From an optimization exercise on the open Yosys and OpenROAD flow, aimed at small area and a short achievable clock period; shortcuts taken in it are not production practice.
The RTL was checked by simulation tests, not by an equivalence proof against the original design.

JK:
==> flow/design.v (excerpt) <==
module divi (input logic clock,
             input logic [31:0]  denom,
             input logic [62:0]  numer,
             output logic [62:0]  quotient);
export LEC_CHECK = 0
export CAP_MARGIN = 20
export CORE_MARGIN = 2
export CORE_UTILIZATION = 40
export SLEW_MARGIN = 20
export SYNTH_HIERARCHICAL = 1
export SYNTH_MINIMUM_KEEP_SIZE = 0
create_clock -name core_clock -period 460.0 [get_ports {clock}]
run.sh (not shown) runs the stock make flow with config.mk's settings and CLKGATE_MAP_FILE= SYNTH_SCRIPT=/design/flow/synth_recipe.tcl, a recipe that flattens the netlist after the stock synthesis.
#### Input delta (MS over JK)
Settings: swapping 40 for 60 in CORE_UTILIZATION; putting ABC_AREA at 1 where nothing was set.
==> flow/flow/run.sh (new file) <==
#!/bin/bash
# Own layout flow: the standard flow (standard.sh, standard synthesis
# unchanged) with a smaller clock tree (no dummy loads, clkbuf_4 sink buffers
# in clusters of at most 8 sinks) and buf_1 port buffers.
set -euo pipefail
export BUFFER_PORTS_ARGS="-buffer_cell sky130_fd_sc_hd__buf_1"
export CTS_ARGS="-sink_clustering_enable -repair_clock_nets -dont_use_dummy_load -root_buf sky130_fd_sc_hd__clkbuf_16 -buf_list sky130_fd_sc_hd__clkbuf_4 -sink_clustering_size 8 -sink_clustering_max_diameter 50"
bash standard.sh > standard.log 2>&1
==> flow/standard.sh (new file) <==
#!/bin/bash
# synth_recipe.tcl (not shown) runs the flow's synth.tcl, then flattens the netlist and writes it again
# the make line also repeats each setting of config.mk as NAME=value (left out here)
make -C /OpenROAD-flow-scripts/flow DESIGN_CONFIG=/design/flow/config.mk WORK_HOME=/design/flow/orfs CLKGATE_MAP_FILE= SYNTH_SCRIPT=/design/flow/synth_recipe.tcl "${@:-finish}"
removed: flow/run.sh
==> comparison <==
- Per the comparison of MS with JK, aggregate global routing overflow held steady; area after synthesis shrank by about 1%; height of the chip shrank by 83 um.
Input changes introduced in AL (baseline for comparison: MS):
Settings: a change of CORE_UTILIZATION from 60 to 40; a deleted ABC_AREA that had been 1.
==> flow/flow/run.sh <==
#!/bin/bash
# Own layout flow: the standard flow (standard.sh, standard synthesis
# unchanged) with a smaller clock tree (no dummy loads, clkbuf_4 sink buffers
# in clusters of at most 10 sinks) and buf_1 port buffers.
set -euo pipefail
export BUFFER_PORTS_ARGS="-buffer_cell sky130_fd_sc_hd__buf_1"
export CTS_ARGS="-sink_clustering_enable -repair_clock_nets -dont_use_dummy_load -root_buf sky130_fd_sc_hd__clkbuf_16 -buf_list sky130_fd_sc_hd__clkbuf_4 -sink_clustering_size 10 -sink_clustering_max_diameter 60"
bash standard.sh > standard.log 2>&1
Findings:
Going from MS to AL, synthesized netlist net count shrank by a few percent.
Average routed wire per standard cell (higher): MS
[compare] base=MS new=AL: post-synthesis instance area climbed 790 sq um, minimum setup slack in the final design now larger, average cell area after synthesis +about 7%, worst hold slack went up 0.019 ns.
#### Input delta (TR over AL)
Settings: setting ABC_AREA to 1 for the first time.
==> flow/flow/run.sh <==
#!/bin/bash
# Own layout flow: the standard flow (standard.sh, standard synthesis
# unchanged) with a smaller clock tree (no dummy loads, clkbuf_4 sink buffers
# in clusters of at most 8 sinks) and buf_1 port buffers.
set -euo pipefail
export BUFFER_PORTS_ARGS="-buffer_cell sky130_fd_sc_hd__buf_1"
export CTS_ARGS="-sink_clustering_enable -repair_clock_nets -dont_use_dummy_load -root_buf sky130_fd_sc_hd__clkbuf_16 -buf_list sky130_fd_sc_hd__clkbuf_4 -sink_clustering_size 8 -sink_clustering_max_diameter 50"
bash standard.sh > standard.log 2>&1
==> comparison <==
Fraction of met3 tracks used by global routing | TR below AL. Any difference in portion of the clock cycle consumed by the worst path in the final layout between AL and TR is small enough to ignore. Changes observed in TR relative to AL: simple-gate area share of the yosys netlist +4.1 points, non-clock buffer count -8, quantity of I/O buffers inserted on ports ~0 delta, number of combinational gates with multiple inputs +12%. TR ended with every stage complete and zero timing, DRC or antenna violations.

Setup of job 9742:
Another version of the RTL of divi (not shown whole).
Size in the first run: ~1500 flip-flops, about 160 I/O pins, ~0.076 mm2 of cells after synthesis.
## divi
module divi (input logic clock,
             input logic [31:0]  denom,
             input logic [62:0]  numer,
             output logic [62:0]  quotient);
clock: 460.0 ns
lec_check: 0
cap_margin: 20
core_margin: 2
core_utilization: 70
gpl_timing_driven: 0
slew_margin: 20
synth_hierarchical: 1
synth_minimum_keep_size: 0
standard.sh (not shown) runs the stock make flow with config.mk's settings and CLKGATE_MAP_FILE= SYNTH_SCRIPT=/design/flow/synth_recipe.tcl, a recipe that flattens the netlist after the stock synthesis.
==> flow/flow/run.sh <==
#!/bin/bash
# Own layout flow: the standard flow (standard.sh, standard synthesis
# unchanged) with a smaller clock tree (no dummy loads, clkbuf_4 sink buffers
# in clusters of at most 10 sinks) and buf_1 port buffers.
set -euo pipefail
export BUFFER_PORTS_ARGS="-buffer_cell sky130_fd_sc_hd__buf_1"
export CTS_ARGS="-sink_clustering_enable -repair_clock_nets -dont_use_dummy_load -root_buf sky130_fd_sc_hd__clkbuf_16 -buf_list sky130_fd_sc_hd__clkbuf_4 -sink_clustering_size 10 -sink_clustering_max_diameter 45"
bash standard.sh > standard.log 2>&1
Changes in job 4782 relative to job 9742:
Settings: GPL_TIMING_DRIVEN removed (was 0); CORE_UTILIZATION changed from 70 to 80.
[summary]
- Job 4782 ended with every stage complete and zero timing, DRC or antenna violations.
- Job 9742 has completed all stages; timing, DRC and antenna checks passed.
- Post-route fraction of the period consumed by the critical path delta (job 4782 -> job 9742): insignificant
- From job 9742 to job 4782 the numbers moved as follows: final critical-path required period went down, largest net degree at the start of global routing went up.
- Floorplan die width went down by a few percent going from job 9742 to job 4782.
> inputs changed (job 4782 -> job 9730)
Settings: SLEW_MARGIN changed from 20 to 5; CAP_MARGIN changed from 20 to 5.
--- outcome ---
- The flow did not stop early for job 9730: all stages ran, and the layout cleared the timing, design-rule and antenna checks.
- Re combined global-route utilization of all metal layers: no difference whatsoever between job 4782 and job 9730.
- From job 4782 to job 9730 the numbers moved as follows: core utilization comparable, design area now sits at about the same level, number of violations of the max-capacitance limit flat.
- Diff job 9730..job 4782 | number of sequential cells | unchanged
- Job 9730 -> job 4782: setup slack delta 0, exact match
- Length of routed wiring on met1: job 4782 vs job 9730 identical
- From job 4782 to job 9730 the numbers moved as follows: CTS H-tree depth held steady; final hold slack barely changed; critical path depth about even.

divi again, from the RTL that the note above started with.
Design divi, start of the top module:
module divi (input logic clock,
             input logic [31:0]  denom,
             input logic [62:0]  numer,
             output logic [62:0]  quotient);
Settings: LEC_CHECK=0, CAP_MARGIN=20, CORE_MARGIN=2, CORE_UTILIZATION=60, SLEW_MARGIN=20, SYNTH_HIERARCHICAL=1, SYNTH_MINIMUM_KEEP_SIZE=0; clock period 460.0 ns.
Scripts as last shown in full above: flow/flow/run.sh
Next try:
- CORE_UTILIZATION: 60 -> 70
Result:
- via count falls by 0.43%
- non-clock buffer count went down by 2
- final area is lower by 0.42%
- clock skew climbs by 0.018 ns
- count of clock-buffer cells in the layout shrinks by 1
- worst hold slack is worse by 0.019 ns
- final cell count fell by 3.4%
- wire length falls by 2.4%
- synthesized area does not change

==> afterwards: timing with drivers on the ports <==
How much do the figures lean on ideal ports? The routed layouts below were timed once more, with nothing changed but the port constraints. Step 1, drivers: a clkbuf_16 drives clock and a buf_2 each remaining input, both assumed. Step 2 times the ports against the registers' clock, not the clock port: input delays grow and output delays shrink by t, the midpoint of the rising clock arrivals with the driver on. a / b / c = no drivers / after step 1 / after step 2; a / b = the first two.
run	shift t [ns]	setup slack, ns	hold slack, ns	clock arrival spread, ns	worst data-port slew with drivers (ns)
JK	0.851	366.360 / 366.282 / 367.133	0.290 / 0.290 / 0.290	0.046 / 0.046	0.04
MS	0.842	366.651 / 366.574 / 367.416	0.203 / 0.203 / 0.203	0.216 / 0.216	0.03
AL	0.859	366.663 / 366.589 / 367.448	0.222 / 0.222 / 0.222	0.205 / 0.206	0.04
TR	0.877	366.628 / 366.548 / 367.425	0.177 / 0.177 / 0.177	0.204 / 0.204	0.04
job 9742	0.784	366.607 / 366.534 / 367.317	0.232 / 0.232 / 0.232	0.204 / 0.203	0.06
job 4782	0.786	366.715 / 366.640 / 367.426	0.236 / 0.236 / 0.236	0.134 / 0.133	0.06
job 9730	0.786	366.715 / 366.640 / 367.426	0.236 / 0.236 / 0.236	0.134 / 0.133	0.06
the first run of note 3	0.818	366.696 / 366.620 / 367.438	0.246 / 0.246 / 0.246	0.204 / 0.204	0.03
the second run of note 3	0.812	366.720 / 366.651 / 367.463	0.227 / 0.227 / 0.227	0.148 / 0.148	0.04
After both steps setup and hold are still met in every run listed.
